What follows belongs to an exercise in optimizing a design on an open flow for a short achievable clock period and few clock cycles; a production flow would make more cautious choices. In this exercise RTL edits were held to simulation tests only and were not proved equivalent to the original. Power is estimated from default activity; no workload was simulated.

== rev 12 ==
==> flow/design.v <==
`timescale 1ns / 1ps
module Full(input clk, input reset,
	output mem_req, output mem_we, output[15:0] mem_addr, output[15:0] mem_wdata,
	input[15:0] mem_rdata, input mem_ready);
	localparam CW = 2;             
	localparam CN = 1 << CW;
	localparam BW = 3;             
	localparam BN = 1 << BW;
	function [15:0] pfx16(input [15:0] g, input [15:0] p);
		reg [15:0] g1, p1, g2, p2, g3, p3, g4;
		integer k;
		begin
			for (k = 0; k < 16; k = k + 1) begin
				g1[k] = (k >= 1) ? g[k] | (p[k] & g[k-1]) : g[k];
				p1[k] = (k >= 1) ? p[k] & p[k-1] : p[k];
			end
			for (k = 0; k < 16; k = k + 1) begin
				g2[k] = (k >= 2) ? g1[k] | (p1[k] & g1[k-2]) : g1[k];
				p2[k] = (k >= 2) ? p1[k] & p1[k-2] : p1[k];
			end
			for (k = 0; k < 16; k = k + 1) begin
				g3[k] = (k >= 4) ? g2[k] | (p2[k] & g2[k-4]) : g2[k];
				p3[k] = (k >= 4) ? p2[k] & p2[k-4] : p2[k];
			end
			for (k = 0; k < 16; k = k + 1)
				g4[k] = (k >= 8) ? g3[k] | (p3[k] & g3[k-8]) : g3[k];
			pfx16 = p ^ {g4[14:0], 1'b0};
		end
	endfunction
	function [15:0] inc16(input [15:0] x);
		integer k;
		begin
			inc16[0] = ~x[0];
			for (k = 1; k < 16; k = k + 1)
				inc16[k] = x[k] ^ (&(x | ~((16'd1 << k) - 16'd1)));
		end
	endfunction
	reg [15:0] R [0:7];
	reg        N, Z, P;
	reg [15:0] M;         
	reg [15:0] FA;        
	reg [15:0] A, B, Bn, S;   
	reg [2:0]  D;         
	reg        xADD, xAND, xNOT, xJSR, xLD, xST;
	reg        we;
	reg [15:0]      cIR  [0:CN-1];
	reg [15:0]      cTGT [0:CN-1];
	reg [15-CW:0]   cTag [0:CN-1];
	reg [CN-1:0]    cV;
	reg             fill;      
	reg [15:0]      bT   [0:BN-1];
	reg [15-BW:0]   bTag [0:BN-1];
	reg [2:0]       bNZP [0:BN-1];
	reg [BN-1:0]    bPr;       
	reg [BN-1:0]    bV;
	reg             fB, fPr;
	reg [2:0]       fNZP;
	reg [BW-1:0]    fIdx;
	reg [15:0]      fAlt;      
	reg             seqA;      
	reg [15:0]      kA;        
	reg             wB, wPr;
	reg [BW-1:0]    wIdx;
	reg [15-BW:0]   wTag;
	reg [15:0]      wT;
	reg [2:0]       wNZP;
	assign mem_addr  = M;
	assign mem_we    = we;
	assign mem_req   = 1'b1;
	assign mem_wdata = S;
	wire [15:0] band = A & ~Bn;
	wire [15:0] sum  = pfx16(band, A ^ B);
	wire [15:0] zv   = ~((A ^ B) ^ {A[14:0] | ~Bn[14:0], 1'b0});
	wire        xALU = xADD | xAND | xNOT;
	wire [15:0] res  = xLD ? mem_rdata : xADD ? sum : xAND ? band : ~A;
	wire        resZ = xLD ? (mem_rdata == 16'd0) : xADD ? (&zv) : xAND ? (band == 16'd0) : (&A);
	wire        wr   = xALU | xLD;
	wire        nN   = wr ? res[15] : N;
	wire        nZ   = wr ? resZ : Z;
	wire        nP   = wr ? ~res[15] & ~resZ : P;
	wire [15:0] R7n  = xJSR ? FA : R[7];
	function [15:0] rd(input [2:0] s);
		rd = (wr && D == s) ? res : (xJSR && s == 3'd7) ? FA : R[s];
	endfunction
	wire        fetch = ~(xLD | xST);
	wire [15:0] ins  = mem_rdata;
	wire [3:0]  op   = ins[15:12];
	wire [15:0] inc  = inc16(M);
	wire [15:0] off  = ins[14] ? {{5{ins[10]}}, ins[10:0]} : {{7{ins[8]}}, ins[8:0]};
	wire [15:0] tgt  = pfx16(inc & off, inc ^ off);
	wire        iBR  = (op == 4'b0000);
	wire        iJSR = (op == 4'b0100);
	wire        iLD  = (op == 4'b0010);
	wire        iST  = (op == 4'b0011);
	wire        iRET = (op == 4'b1100);
	wire        iALU = (op == 4'b0001) | (op == 4'b0101) | (op == 4'b1001);
	wire        take = iJSR | iLD | iST |
	                   (iBR & ((ins[11] & nN) | (ins[10] & nZ) | (ins[9] & nP)));
	wire        fCond = (fNZP[2] & nN) | (fNZP[1] & nZ) | (fNZP[0] & nP);
	wire        mis  = fB & (fCond != fPr);
	wire [15:0] i15  = inc16({1'b0, M[15:1]});
	wire [15:0] inc2 = {i15[14:0], M[0]};
	wire [BW-1:0] bi = M[BW-1:0];
	wire        bhit = bV[bi] & (bTag[bi] == M[15:BW]);
	wire        fold = iALU & bhit;
	wire [15:0] fM   = bPr[bi] ? bT[bi] : inc2;
	wire [15:0] nM   = take ? tgt : iRET ? R7n : fold ? fM : inc;
	wire        r7w  = wr & (D == 3'd7);        
	wire        rhaz = iRET & r7w;
	wire [CW-1:0] ci = FA[CW-1:0];
	wire        hit  = cV[ci] & (cTag[ci] == FA[15:CW]) & ~(xST & (M == FA)) &
	                   ~((cIR[ci][15:12] == 4'b1100) & r7w);
	wire [15:0] cins = cIR[ci];
	wire [3:0]  cop  = cins[15:12];
	wire [15:0] cinc = inc16(FA);
	wire        cBR  = (cop == 4'b0000);
	wire        cJSR = (cop == 4'b0100);
	wire        cLD  = (cop == 4'b0010);
	wire        cST  = (cop == 4'b0011);
	wire        cRET = (cop == 4'b1100);
	wire        ctake = cJSR | cLD | cST |
	                    (cBR & ((cins[11] & nN) | (cins[10] & nZ) | (cins[9] & nP)));
	wire [15:0] cnM  = ctake ? cTGT[ci] : cRET ? R7n : cinc;
	integer i;
	always @(posedge clk) begin
		if (reset) begin
			for (i = 0; i < 8; i = i + 1) R[i] <= 16'd0;
			N <= 1'b0; Z <= 1'b0; P <= 1'b0;
			M <= 16'd0; FA <= 16'd0; A <= 16'd0; B <= 16'd0; Bn <= 16'hffff; S <= 16'd0; D <= 3'd0;
			xADD <= 1'b0; xAND <= 1'b0; xNOT <= 1'b0; xJSR <= 1'b0; xLD <= 1'b0; xST <= 1'b0;
			we <= 1'b0;
			cV <= {CN{1'b0}}; fill <= 1'b0;
			bV <= {BN{1'b0}}; fB <= 1'b0; fPr <= 1'b0; fNZP <= 3'd0; fIdx <= {BW{1'b0}}; fAlt <= 16'd0;
			seqA <= 1'b0; kA <= 16'd0; wB <= 1'b0; wPr <= 1'b0; wIdx <= {BW{1'b0}}; wTag <= {(16-BW){1'b0}};
			wT <= 16'd0; wNZP <= 3'd0;
		end else if (mem_ready) begin
			if (wr) R[D] <= res;
			if (xJSR) R[7] <= FA;
			N <= nN; Z <= nZ; P <= nP;
			if (fB) bPr[fIdx] <= fCond;
			fB <= 1'b0;
			if (wB) begin
				bT[wIdx]   <= wT;
				bTag[wIdx] <= wTag;
				bNZP[wIdx] <= wNZP;
				bPr[wIdx]  <= wPr;
				bV[wIdx]   <= 1'b1;
			end
			wB   <= fetch & seqA & iBR;
			wIdx <= kA[BW-1:0];
			wTag <= kA[15:BW];
			wT   <= tgt;
			wNZP <= ins[11:9];
			wPr  <= take;
			seqA <= fetch & ~mis & iALU & ~fold;
			kA   <= M;
			if (fetch & fill) begin
				cIR[M[CW-1:0]]  <= ins;
				cTGT[M[CW-1:0]] <= tgt;
				cTag[M[CW-1:0]] <= M[15:CW];
				cV[M[CW-1:0]]   <= 1'b1;
			end
			if (mis | (fetch & rhaz)) begin
				M    <= mis ? fAlt : M;
				xADD <= 1'b0; xAND <= 1'b0; xNOT <= 1'b0; xJSR <= 1'b0; xLD <= 1'b0; xST <= 1'b0;
				we   <= 1'b0;
				fill <= 1'b0;
			end else if (fetch) begin
				fB   <= fold;
				fPr  <= bPr[bi];
				fNZP <= bNZP[bi];
				fIdx <= bi;
				fAlt <= bPr[bi] ? inc2 : bT[bi];
				M    <= nM;
				FA   <= inc;
				A    <= rd(ins[8:6]);
				B    <= ins[5] ? {{11{ins[4]}}, ins[4:0]} : rd(ins[2:0]);
				Bn   <= ~(ins[5] ? {{11{ins[4]}}, ins[4:0]} : rd(ins[2:0]));
				S    <= rd(ins[11:9]);
				D    <= ins[11:9];
				xADD <= (op == 4'b0001);
				xAND <= (op == 4'b0101);
				xNOT <= (op == 4'b1001);
				xJSR <= iJSR;
				xLD  <= iLD;
				xST  <= iST;
				we   <= iST;
				fill <= 1'b0;
			end else if (hit) begin
				M    <= cnM;
				FA   <= cinc;
				A    <= rd(cins[8:6]);
				B    <= cins[5] ? {{11{cins[4]}}, cins[4:0]} : rd(cins[2:0]);
				Bn   <= ~(cins[5] ? {{11{cins[4]}}, cins[4:0]} : rd(cins[2:0]));
				S    <= rd(cins[11:9]);
				D    <= cins[11:9];
				xADD <= (cop == 4'b0001);
				xAND <= (cop == 4'b0101);
				xNOT <= (cop == 4'b1001);
				xJSR <= cJSR;
				xLD  <= cLD;
				xST  <= cST;
				we   <= cST;
				fill <= 1'b0;
			end else begin
				M    <= FA;
				xADD <= 1'b0; xAND <= 1'b0; xNOT <= 1'b0; xJSR <= 1'b0; xLD <= 1'b0; xST <= 1'b0;
				we   <= 1'b0;
				fill <= 1'b1;
			end
			if (xST && cTag[M[CW-1:0]] == M[15:CW]) cV[M[CW-1:0]] <= 1'b0;
		end
	end
endmodule
clock: 7.5 ns
lec_check: 0
cap_margin: 20
core_margin: 2
core_utilization: 40
setup_slack_margin: 5
slew_margin: 20
tns_end_percent: 100
run.sh (not shown) runs the stock make flow with config.mk's settings and CLKGATE_MAP_FILE= SYNTH_SCRIPT=/design/flow/synth_recipe.tcl, a recipe that flattens the netlist after the stock synthesis.
Testbench counts of rev 12, summed over its fixed seeds: cycles 27,797.
What rev 13 does differently from rev 12 at the input level:
--- a/flow/design.v
+++ b/flow/design.v
@@ -55,17 +55,10 @@
 	reg [BN-1:0]    bV;
 	reg             fB, fPr;
 	reg [2:0]       fNZP;
 	reg [BW-1:0]    fIdx;
 	reg [15:0]      fAlt;      
-	reg             seqA;      
-	reg [15:0]      kA;        
-	reg             wB, wPr;
-	reg [BW-1:0]    wIdx;
-	reg [15-BW:0]   wTag;
-	reg [15:0]      wT;
-	reg [2:0]       wNZP;
 	assign mem_addr  = M;
 	assign mem_we    = we;
 	assign mem_req   = 1'b1;
 	assign mem_wdata = S;
 	wire [15:0] band = A & ~Bn;
@@ -98,20 +91,17 @@
 	                   (iBR & ((ins[11] & nN) | (ins[10] & nZ) | (ins[9] & nP)));
 	wire        fCond = (fNZP[2] & nN) | (fNZP[1] & nZ) | (fNZP[0] & nP);
 	wire        mis  = fB & (fCond != fPr);
 	wire [15:0] i15  = inc16({1'b0, M[15:1]});
 	wire [15:0] inc2 = {i15[14:0], M[0]};
-	wire [BW-1:0] bi = M[BW-1:0];
-	wire        bhit = bV[bi] & (bTag[bi] == M[15:BW]);
+	wire [BW-1:0] bi = inc[BW-1:0];
+	wire        bhit = bV[bi] & (bTag[bi] == inc[15:BW]);
 	wire        fold = iALU & bhit;
 	wire [15:0] fM   = bPr[bi] ? bT[bi] : inc2;
 	wire [15:0] nM   = take ? tgt : iRET ? R7n : fold ? fM : inc;
-	wire        r7w  = wr & (D == 3'd7);        
-	wire        rhaz = iRET & r7w;
 	wire [CW-1:0] ci = FA[CW-1:0];
-	wire        hit  = cV[ci] & (cTag[ci] == FA[15:CW]) & ~(xST & (M == FA)) &
-	                   ~((cIR[ci][15:12] == 4'b1100) & r7w);
+	wire        hit  = cV[ci] & (cTag[ci] == FA[15:CW]) & ~(xST & (M == FA));
 	wire [15:0] cins = cIR[ci];
 	wire [3:0]  cop  = cins[15:12];
 	wire [15:0] cinc = inc16(FA);
 	wire        cBR  = (cop == 4'b0000);
 	wire        cJSR = (cop == 4'b0100);
@@ -129,50 +119,34 @@
 			M <= 16'd0; FA <= 16'd0; A <= 16'd0; B <= 16'd0; Bn <= 16'hffff; S <= 16'd0; D <= 3'd0;
 			xADD <= 1'b0; xAND <= 1'b0; xNOT <= 1'b0; xJSR <= 1'b0; xLD <= 1'b0; xST <= 1'b0;
 			we <= 1'b0;
 			cV <= {CN{1'b0}}; fill <= 1'b0;
 			bV <= {BN{1'b0}}; fB <= 1'b0; fPr <= 1'b0; fNZP <= 3'd0; fIdx <= {BW{1'b0}}; fAlt <= 16'd0;
-			seqA <= 1'b0; kA <= 16'd0; wB <= 1'b0; wPr <= 1'b0; wIdx <= {BW{1'b0}}; wTag <= {(16-BW){1'b0}};
-			wT <= 16'd0; wNZP <= 3'd0;
 		end else if (mem_ready) begin
 			if (wr) R[D] <= res;
 			if (xJSR) R[7] <= FA;
 			N <= nN; Z <= nZ; P <= nP;
 			if (fB) bPr[fIdx] <= fCond;
 			fB <= 1'b0;
-			if (wB) begin
-				bT[wIdx]   <= wT;
-				bTag[wIdx] <= wTag;
-				bNZP[wIdx] <= wNZP;
-				bPr[wIdx]  <= wPr;
-				bV[wIdx]   <= 1'b1;
-			end
-			wB   <= fetch & seqA & iBR;
-			wIdx <= kA[BW-1:0];
-			wTag <= kA[15:BW];
-			wT   <= tgt;
-			wNZP <= ins[11:9];
-			wPr  <= take;
-			seqA <= fetch & ~mis & iALU & ~fold;
-			kA   <= M;
-			if (fetch & fill) begin
-				cIR[M[CW-1:0]]  <= ins;
-				cTGT[M[CW-1:0]] <= tgt;
-				cTag[M[CW-1:0]] <= M[15:CW];
-				cV[M[CW-1:0]]   <= 1'b1;
-			end
-			if (mis | (fetch & rhaz)) begin
-				M    <= mis ? fAlt : M;
+			if (mis) begin
+				M    <= fAlt;
 				xADD <= 1'b0; xAND <= 1'b0; xNOT <= 1'b0; xJSR <= 1'b0; xLD <= 1'b0; xST <= 1'b0;
 				we   <= 1'b0;
 				fill <= 1'b0;
 			end else if (fetch) begin
 				fB   <= fold;
 				fPr  <= bPr[bi];
 				fNZP <= bNZP[bi];
 				fIdx <= bi;
 				fAlt <= bPr[bi] ? inc2 : bT[bi];
+				if (iBR) begin
+					bT[M[BW-1:0]]   <= tgt;
+					bTag[M[BW-1:0]] <= M[15:BW];
+					bNZP[M[BW-1:0]] <= ins[11:9];
+					bPr[M[BW-1:0]]  <= take;
+					bV[M[BW-1:0]]   <= 1'b1;
+				end
 				M    <= nM;
 				FA   <= inc;
 				A    <= rd(ins[8:6]);
 				B    <= ins[5] ? {{11{ins[4]}}, ins[4:0]} : rd(ins[2:0]);
 				Bn   <= ~(ins[5] ? {{11{ins[4]}}, ins[4:0]} : rd(ins[2:0]));
@@ -184,10 +158,16 @@
 				xJSR <= iJSR;
 				xLD  <= iLD;
 				xST  <= iST;
 				we   <= iST;
 				fill <= 1'b0;
+				if (fill) begin
+					cIR[M[CW-1:0]]  <= ins;
+					cTGT[M[CW-1:0]] <= tgt;
+					cTag[M[CW-1:0]] <= M[15:CW];
+					cV[M[CW-1:0]]   <= 1'b1;
+				end
 			end else if (hit) begin
 				M    <= cnM;
 				FA   <= cinc;
 				A    <= rd(cins[8:6]);
 				B    <= cins[5] ? {{11{cins[4]}}, cins[4:0]} : rd(cins[2:0]);
@@ -207,8 +187,9 @@
 				xADD <= 1'b0; xAND <= 1'b0; xNOT <= 1'b0; xJSR <= 1'b0; xLD <= 1'b0; xST <= 1'b0;
 				we   <= 1'b0;
 				fill <= 1'b1;
 			end
 			if (xST && cTag[M[CW-1:0]] == M[15:CW]) cV[M[CW-1:0]] <= 1'b0;
+			if (xST && bTag[M[BW-1:0]] == M[15:BW]) bV[M[BW-1:0]] <= 1'b0;
 		end
 	end
 endmodule
Results
- Per the comparison of rev 13 with rev 12, worst hold slack increased 0.0038 ns, portion of the layout cell area used by non-clock buffers increased 4.0 points, die extent in x essentially unchanged.
- Per the comparison of rev 13 with rev 12, per-cell routed wire length now larger; number of buffers added for setup after CTS now larger; total power of the final layout now smaller.
- Of rev 13 and rev 12, it is rev 13 that has the higher maximum VDD drop.
- Rev 12 -> rev 13: placement row count delta 0, exact match
Testbench counts of rev 13, summed over its fixed seeds: cycles 28,005.

[port drivers added, routing unchanged]
In the flow no input, the clock included, has a driving cell. The finished layouts below were timed again as built, in two steps. Step 1 sets driving cells, clkbuf_16 on the clock port and buf_2 on the other inputs (assumed; they add their load-dependent delay and slew). Step 2 adds t to the input delays and takes it off the output delays; t is the mean of the earliest and latest rising clock arrival at the registers after step 1. Input paths then give back, and output paths get back, about the clock's delay inside the block. Three values: ideal, step 1, step 2; two values: the first two.
run	t (ns)	setup WS [ns]	worst setup path at the end	worst slew at a driven data input, ns
rev 12	0.760	3.669 / 3.627 / 2.867	input to register	0.38
rev 13	0.738	3.248 / 3.235 / 2.498	input to register	0.28
After both steps setup and hold are still met in every run listed. For rev 12, which loses most, drivers alone change the setup slack by -0.042 ns; drivers and shift together by -0.802 ns.
